Background: an optimization exercise with open tools, aiming at small area and a short achievable clock period. Do not read the settings as production practice. No functional check of the RTL was part of any run shown here.

==> flow/design.v, too long to show whole: its modules and the start of the top module <==
// module notch_filter_q15: 17132 lines
// module nf_x2: 3 lines
// module nf_ha: 4 lines
// module nf_fa: 4 lines
module notch_filter_q15 (
    input logic clk,
    input logic reset,
    input logic signed [15:0] x_in,
    output logic signed [15:0] y_out,
    input logic signed [15:0] b0,
    input logic signed [15:0] b1,
    input logic signed [15:0] b2,
    input logic signed [15:0] a1,
    input logic signed [15:0] a2
);
  // ...
==> flow/run.sh <==
#!/bin/bash
# synth_recipe.tcl (not shown) runs the flow's synth.tcl, then flattens the netlist and writes it again
# the make line also repeats each setting of config.mk as NAME=value (left out here)
make -C /OpenROAD-flow-scripts/flow DESIGN_CONFIG=/design/flow/config.mk WORK_HOME=/design/flow/orfs CLKGATE_MAP_FILE= SYNTH_SCRIPT=/design/flow/synth_recipe.tcl finish
==> flow/config.mk <==
export PLATFORM = sky130hd
export DESIGN_NAME = notch_filter_q15
export DESIGN_NICKNAME = notch_filter_q15
export VERILOG_FILES = /design/flow/design.v
export SDC_FILE = /design/flow/constraint.sdc
export NUM_CORES = 4
export LEC_CHECK = 0
export ABC_AREA = 1
export CAP_MARGIN = 20
export CORE_MARGIN = 2
export CORE_UTILIZATION = 40
export SETUP_SLACK_MARGIN = 5
export SLEW_MARGIN = 20
export SYNTH_HIERARCHICAL = 1
export SYNTH_MINIMUM_KEEP_SIZE = 0
==> flow/constraint.sdc <==
create_clock -name core_clock -period 20.5 [get_ports {clk}]
set_input_delay 4.1000 -clock core_clock [delete_from_list [all_inputs] [get_ports {clk}]]
set_output_delay 4.1000 -clock core_clock [all_outputs]
set_load 0.01 [all_outputs]
==> out/results.ini, run 1 <==
[cts]
clkTransAtPathRegs_ns=0.09
cts_tree=done
cts-htree-levels=3
clk_latency_ns=0.37
cts_setup_buffers=2
numCtsBuffers=9

[cells_and_area]
area_delta_synth_final_pct=8.20
regArea_mm2=0.00170
clkCellAreaFrac=0.00648
multi_input_area_share=0.840
largestClassByArea=multi-input combinational cells

[sta]
setup_violations=0
finalCritPeriodShare=0.731
setup_tns_ns=0

[setup_path]
start_kind=input pin
critical_path_peak_fanout=33
r2r_start=w1[19]
crit_slowest_cell=fa_2

[detailed_routing]
wl_met1_um=60400
ant_nets=0
drc=0

[synth]
synth_warnings=7
ys_async_sr_fraction=1.00

[status]
status=complete, no violations

[grt]
grt_overflow=0

[run]
maxCapViolCount=0

[worst_hold_path]
hp-class=flip-flop to flip-flop
hold_end=w2[8]

==> inputs of run 2 (changes only) <==
--- a/flow/config.mk
+++ b/flow/config.mk
@@ -8,7 +8,8 @@
 export ABC_AREA = 1
 export CAP_MARGIN = 20
 export CORE_MARGIN = 2
-export CORE_UTILIZATION = 40
+export CORE_UTILIZATION = 60
+export PLACE_DENSITY = 0.75
 export SETUP_SLACK_MARGIN = 5
 export SLEW_MARGIN = 20
 export SYNTH_HIERARCHICAL = 1
==> run 2 against run 1 <==
Critical endpoint unchanged. Core utilization increased by 21 points. Setup slack worse by 0.038 ns. Maximum frequency shrank 0.26%. Clock skew fell by 0.013 ns. Critical path depth shrank 9. Synthesized cell count is the same. Die area is 33% lower. Synthesized area unchanged. Largest cell class unchanged.
==> out/results.ini, run 2 <==
[status]
status=complete, no violations  ; unchanged

[sta]
finalCritPeriodShare=0.733  ; was 0.731
final_hold_viol_count=0  ; unchanged
slew_headroom=0.227  ; was 0.219
setup_violations=0  ; unchanged
max_freq_ghz=0.0666  ; was 0.0668 GHz
worstMarginPinSlew_ns=1.16  ; was 1.17 ns
clock_skew_ns=0.0147  ; was 0.0274 ns
setup_tns_ns=0  ; unchanged
rsz0062_at_grt=no  ; unchanged
drv_slew=0  ; unchanged
layout_min_cycle_time_ns=15.02  ; was 14.98 ns

[synth]
yosysTopAreaCell=fa_1  ; unchanged
synth_commonest_cells=xor2_1, o22ai_1, fa_1, clkbuf_1, nand2_1  ; unchanged
yosysSeqAreaShare=0.0387  ; unchanged
syn-instance-count=4853  ; unchanged
netlist_area_mm2=0.0439  ; unchanged
synth_warnings=7  ; unchanged
synth-edff-count=0  ; unchanged
synth_nets=6051  ; unchanged
synth_top_area_share=0.363  ; unchanged
avgSynthCellArea_um2=9.05  ; unchanged
synth_most_common_cell=xor2_1  ; unchanged
ys_async_sr_fraction=1.00  ; unchanged
yosysUniqueCellTypes=58  ; unchanged
synth_top_flop_cell=dfrtp_1  ; unchanged
synth.area.top_cells=fa_1, xor2_1, o22ai_1  ; unchanged
ys_ff_latch=68  ; unchanged

[die]
die_x_um=275  ; was 335 µm
start_util=0.604  ; was 0.403
dieArea_mm2=0.0754  ; was 0.112 mm²
core.rowCount=99  ; was 121
core_mm2=0.0727  ; was 0.109 mm²
ios=114  ; unchanged
die_h_um=275  ; was 335 µm

[cells_and_area]
multiInputGateArea_mm2=0.0400  ; was 0.0399 mm²
n_fill_cell=5884  ; was 10400
final_common_cell=xor2_1  ; unchanged
final_layout_size_suffix_gt1_frac=0.0778  ; was 0.0752
regArea_mm2=0.00170  ; unchanged
final_area_mm2=0.0472  ; was 0.0475 mm²
final_cell_mix=xor2_1, o22ai_1, fa_1, nand2_1, ha_1  ; unchanged
area_delta_synth_final_pct=7.40  ; was 8.20%
num-nets-final=5898  ; was 5889
largestRegisters=w1: 32 flops, w2: 32 flops, yq: 4 flops  ; unchanged

[setup_path]
reg2reg_slack_ns=9.10  ; was 8.87 ns
critPathRequiredTime_ns=20.74  ; was 20.76 ns
slowest_delay_ns=0.56  ; was 0.63 ns
cp-end-kind=flip-flop  ; unchanged
crit_arrival_ns=15.26  ; was 15.24 ns
crit_type=input pin to flip-flop  ; unchanged
start_kind=input pin  ; unchanged
cp_common_cell=nand2_1  ; unchanged
critical_path_peak_fanout=18  ; was 33
crit_slowest_cell=fa_1  ; was fa_2

[cts]
cts-htree-levels=3  ; unchanged
clk_path_buf_depth=2  ; unchanged
cts_tree=done  ; unchanged
numCtsBuffers=9  ; unchanged
clkTransAtPathRegs_ns=0.07  ; was 0.09 ns
clk_latency_ns=0.35  ; was 0.37 ns
clock-root-buffer=clkbuf_16  ; unchanged
cts.sinks=68  ; unchanged
hold_buffers=0  ; unchanged

[worst_hold_path]
hp-class=flip-flop to flip-flop  ; unchanged

[detailed_routing]
drc=0  ; unchanged
drt-wirelength-per-cell_um=25.4  ; was 24.4 µm
drt-vias-per-instance=6.88  ; was 6.18
drt_first_iter_violations=4637  ; was 3853
vias=39000  ; was 37700
firstDrtPassIters=9  ; was 6
route.final.wire_length_um=144000  ; was 149000 µm
ant_nets=0  ; unchanged

[grt]
gr-usage-all-layers=0.377  ; was 0.262
grt_pass1_wl_um=222000  ; was 231000 µm
antenna_found_initial=3  ; unchanged
grt_overflow=0  ; unchanged
grt_max_degree=69  ; unchanged
grt_pass1_vias=39700  ; was 39000

[placement]
gp_congestion=0.943  ; was 0.880
io_buffers=113  ; unchanged
dpl.hpwl_um=99500  ; was 104000 µm
dpl_cell_area_mm2=0.0455  ; was 0.0461 mm²

[run]
maxCapViolCount=0  ; unchanged

==> run 2: timing repair <==
action	in CTS	in global routing
gates cloned	1	13
resized for setup	47	152
pin swaps	0	35
setup endpoints to repair	4	4
setup buffers	4	32
==> run 2: per-stage QoR <==
step / setup WS (ns) / hold slack, ns / cells / utilization
floorplan: 5.43 / 0.354 / 4853 / -
global placement: 2.94 / 0.363 / 5598 / 0.626
detailed placement: 2.68 / 0.367 / 5598 / 0.626
CTS: 5.00 / 0.376 / 5619 / 0.633
global route: 4.85 / 0.388 / 5664 / 0.649
finish: 5.48 / 0.376 / 5666 / 0.649
==> run 2: kinds of logic (layout without fill, tap and decap cells) <==
family | after synthesis | after routing | share of synthesized area
buffers and inverters | 725 | 576 | 0.0632
AOI/OAI and AO/OA | 1217 | 1217 | 0.172
and+or+nand+nor | 689 | 690 | 0.0648
DFF | 68 | 68 | 0.0387
other | 0 | 2 | 0
adders and majority gates | 1102 | 1102 | 0.450
xor gates and xnor gates | 1052 | 1052 | 0.211
==> run 2: critical path, delay by kind of cell <==
family / cells / cell delay [ns]
compound gates: 5 / 1.01
buf+inv: 4 / 1.18
fa+ha+maj: 16 / 6.36
xor+xnor: 3 / 0.50
simple gates: 20 / 2.04
==> run 2: worst paths after layout <==
| check | from | endpoint | cells after the start |
|---|---|---|---|
| min reg2reg | w1[24] | w2[24] | 0 |
| max in group asynchronous | reset | w2[5] | 3 |
| min in group asynchronous | reset | w1[20] | 3 |
| max | a1[2] | yq[3] | 48 |
| min | w1[24] | w2[24] | 0 |
| max reg2reg | w2[23] | yq[3] | 39 |
==> run 2: per-module statistics from Yosys (local to each module, per instance) <==
module            cells  copies in the design  flip-flops and latches  area, µm²
notch_filter_q15   3783                     1                      68      24700
nf_fa                 1                   796                       0       20.0
nf_x2                 5                     3                       0       18.8
nf_ha                 1                   259                       0       12.5
==> run 2: layer usage <==
layer / share of wire / up-vias / wire, µm / global-route usage
met1: 0.36 / 19200 / 52300 / 0.489
met4: 0.060 / 4 / 8590 / 0.206
li1: - / 16300 / - / -
met2: 0.45 / 2891 / 65100 / 0.593
met3: 0.12 / 590 / 17600 / 0.0779
met5: 0.00081 / - / 117 / 0.0100
==> run 2: final cells by class <==
type,instances,area share
multi-input combinational,4061,0.847
antenna,2,0.000106
clock inverter,6,0.00186
inverter,253,0.0207
tap,959,0.0254
timing repair inverter,3,0.000477
timing repair buffer,304,0.0631
clock buffer,10,0.00485
sequential,68,0.0361
==> inputs of run 3 (changes only) <==
--- a/flow/config.mk
+++ b/flow/config.mk
@@ -8,8 +8,7 @@
 export ABC_AREA = 1
 export CAP_MARGIN = 20
 export CORE_MARGIN = 2
-export CORE_UTILIZATION = 60
-export PLACE_DENSITY = 0.75
+export CORE_UTILIZATION = 55
 export SETUP_SLACK_MARGIN = 5
 export SLEW_MARGIN = 20
 export SYNTH_HIERARCHICAL = 1
==> run 3 against run 2 <==
Still clean. Sequential share of layout area is essentially flat. Global-route usage shrank 1.1 points. Final cell count grew 1.5%. Register-to-register slack lost 0.56 ns. Sequential cell count is the same. Die area grew 9.0%.
==> out/results.ini, run 3 <==
[status]
status=complete, no violations  ; unchanged

[synth]
synth_nets=6051  ; unchanged
ys_async_sr_fraction=1.00  ; unchanged
ys_ff_latch=68  ; unchanged
synth_most_common_cell=xor2_1  ; unchanged
synth_warnings=7  ; unchanged
yosysUniqueCellTypes=58  ; unchanged
avgSynthCellArea_um2=9.05  ; unchanged
synth_commonest_cells=xor2_1, o22ai_1, fa_1, clkbuf_1, nand2_1  ; unchanged
syn-instance-count=4853  ; unchanged
synth-edff-count=0  ; unchanged
synth_top_area_share=0.363  ; unchanged
synth_top_flop_cell=dfrtp_1  ; unchanged
yosysSeqAreaShare=0.0387  ; unchanged
netlist_area_mm2=0.0439  ; unchanged
synth.area.top_cells=fa_1, xor2_1, o22ai_1  ; unchanged
yosysTopAreaCell=fa_1  ; unchanged

[cells_and_area]
largestRegisters=w1: 32 flops, w2: 32 flops, yq: 4 flops  ; unchanged
final_common_cell=xor2_1  ; unchanged
area_delta_synth_final_pct=6.89  ; was 7.40%
instances_no_fill=5750  ; was 5666
multiInputGateArea_mm2=0.0398  ; was 0.0400 mm²
final_area_mm2=0.0469  ; was 0.0472 mm²
final_layout_size_suffix_gt1_frac=0.0707  ; was 0.0778
num-nets-final=5890  ; was 5898
n_fill_cell=7065  ; was 5884
final_cell_mix=xor2_1, o22ai_1, fa_1, nand2_1, ha_1  ; unchanged
regArea_mm2=0.00170  ; unchanged

[sta]
drv_slew=0  ; unchanged
setup_violations=0  ; unchanged
setup_tns_ns=0  ; unchanged
fin_ws_ns=5.43  ; was 5.48 ns
max_freq_ghz=0.0664  ; was 0.0666 GHz
layout_min_cycle_time_ns=15.07  ; was 15.02 ns
final_hold_viol_count=0  ; unchanged
clock_skew_ns=0.0217  ; was 0.0147 ns
worstMarginPinSlew_ns=1.17  ; was 1.16 ns
finalCritPeriodShare=0.735  ; was 0.733
slew_headroom=0.220  ; was 0.227
rsz0062_at_grt=no  ; unchanged

[die]
dieArea_mm2=0.0821  ; was 0.0754 mm²
die_x_um=287  ; was 275 µm
core.rowCount=103  ; was 99
start_util=0.556  ; was 0.604
ios=114  ; unchanged
die_h_um=287  ; was 275 µm
core_mm2=0.0790  ; was 0.0727 mm²

[worst_hold_path]
hp-class=flip-flop to flip-flop  ; unchanged

[detailed_routing]
ant_nets=0  ; unchanged
drt_first_iter_violations=3587  ; was 4637
firstDrtPassIters=6  ; was 9
drt-wirelength-per-cell_um=26.2  ; was 25.4 µm
drt-vias-per-instance=6.58  ; was 6.88
route.final.wire_length_um=151000  ; was 144000 µm
drc=0  ; unchanged
vias=37800  ; was 39000

[placement]
post-place-ws_ns=2.53  ; was 2.68 ns
dpl_cell_area_mm2=0.0456  ; was 0.0455 mm²
dp.cells=5689  ; was 5598
gp_congestion=0.950  ; was 0.943
io_buffers=113  ; unchanged
dpl.hpwl_um=106000  ; was 99500 µm

[cts]
clk_path_buf_depth=2  ; unchanged
cts.sinks=68  ; unchanged
cts_tree=done  ; unchanged
hold_buffers=0  ; unchanged
clkTransAtPathRegs_ns=0.07  ; about the same
numCtsBuffers=9  ; unchanged
clk_latency_ns=0.38  ; was 0.35 ns
cts-htree-levels=3  ; unchanged
clock-root-buffer=clkbuf_16  ; unchanged

[grt]
gr-usage-all-layers=0.366  ; was 0.377
grt_pass1_wl_um=231000  ; was 222000 µm
antenna_found_initial=7  ; was 3
grt_pass1_vias=38300  ; was 39700
grt_max_degree=69  ; unchanged
grt_overflow=0  ; unchanged

[run]
maxCapViolCount=0  ; unchanged

[setup_path]
critPathRequiredTime_ns=20.77  ; was 20.74 ns
crit_arrival_ns=15.33  ; was 15.26 ns
cp-end-kind=flip-flop  ; unchanged
cp_common_cell=fa_1  ; was nand2_1
critical_path_peak_fanout=27  ; was 18
crit_slowest_cell=clkinv_1  ; was fa_1
slowest_delay_ns=0.71  ; was 0.56 ns
start_kind=input pin  ; unchanged
crit_type=input pin to flip-flop  ; unchanged

-- run 3: cell counts after synthesis --
No cell type changed its count.
-- run 3: final timing paths --
path	from	end	slack, ns	depth (start not counted)
worst max-delay path	a2[4]	yq[3]	5.43	48
worst min register to register	w1[23]	w2[23]	0.36	0
max in group asynchronous	reset	w1[4]	15.52	3
min in group asynchronous	reset	w1[24]	4.33	3
worst max register to register	w1[1]	yq[3]	8.54	40
worst min-delay path	w1[23]	w2[23]	0.36	0
-- run 3: per-stage QoR --
step | hold WS [ns] | utilization
2_1_floorplan | 0.354 | -
3_3_place_gp | 0.357 | 0.578
3_5_place_dp | 0.360 | 0.578
4_1_cts | 0.357 | 0.584
5_1_grt | 0.372 | 0.594
6_report | 0.358 | 0.594
-- run 3: layout make-up --
| type | instances | area share |
|---|---|---|
| Inverter | 253 | 0.0208 |
| Antenna cell | 4 | 0.000213 |
| Timing Repair Buffer | 297 | 0.0609 |
| Multi-Input combinational cell | 4061 | 0.848 |
| Sequential cell | 68 | 0.0362 |
| Tap cell | 1050 | 0.0280 |
| Clock inverter | 5 | 0.000640 |
| Timing Repair inverter | 2 | 0.000293 |
| Clock buffer | 10 | 0.00488 |
-- run 3: layer usage --
layer,part of all wire,track usage,up-vias
met4,0.046,0.157,2
met2,0.45,0.566,2160
met3,0.098,0.0754,344
met5,0.000086,0,-
met1,0.40,0.501,19000
li1,-,-,16300
-- run 3: cell families after synthesis --
group,share of synthesized area
and+or+nand+nor,0.0648
buffers and inverters,0.0632
xor gates and xnor gates,0.211
adders and majority gates,0.450
DFF,0.0387
AOI/OAI and AO/OA,0.172
-- run 3: timing repair --
item,4_1_cts,5_1_grt
pin swaps,1,18
buffers inserted,4,25
resized for setup,38,125
hold endpoints to repair,0,0
endpoints found under the setup margin,4,3
cloned,2,11
-- run 3: worst max-delay path, delay by kind of cell --
kind                     cells  cell delay [ns]
XOR/XNOR                     3             0.50
adder cells (fa/ha/maj)     15             5.70
AO/OA/AOI/OAI                9             1.78
AND/OR/NAND/NOR             16             1.68
buffers and inverters        5             1.54
-- run 3: per-module statistics from Yosys (local to each module, per instance) --
module | cell area (µm²) | times used | flops+latches | cells inside
nf_fa | 20.0 | 796 | 0 | 1
notch_filter_q15 | 24700 | 1 | 68 | 3783
nf_x2 | 18.8 | 3 | 0 | 5
nf_ha | 12.5 | 259 | 0 | 1

## afterwards: timing with drivers on the ports
Ports are ideal in the flow. The routed layouts listed here were re-timed in OpenROAD. Step 1, drivers: a clkbuf_16 drives clk and a buf_2 each remaining input, both assumed. Step 2 moves the port delays by t, midway between the first and last clock arrival at a register: inputs arrive t later, outputs are due t later. That takes back most of the time a late clock gives input paths. Slacks: ideal ports / drivers / drivers and shift; pairs: ideal ports / drivers.
run | t, ns | slack for setup (ns) | worst setup path at the end
run 1 | 0.406 | 5.520 / 5.553 / 5.147 | input to register
run 2 | 0.399 | 5.481 / 5.510 / 5.110 | input to register
run 3 | 0.428 | 5.433 / 5.465 / 5.037 | input to register
After both steps setup and hold are still met in every run listed. The setup slack of run 3, which loses most, moves by +0.032 ns with the drivers and by -0.396 ns with both steps.
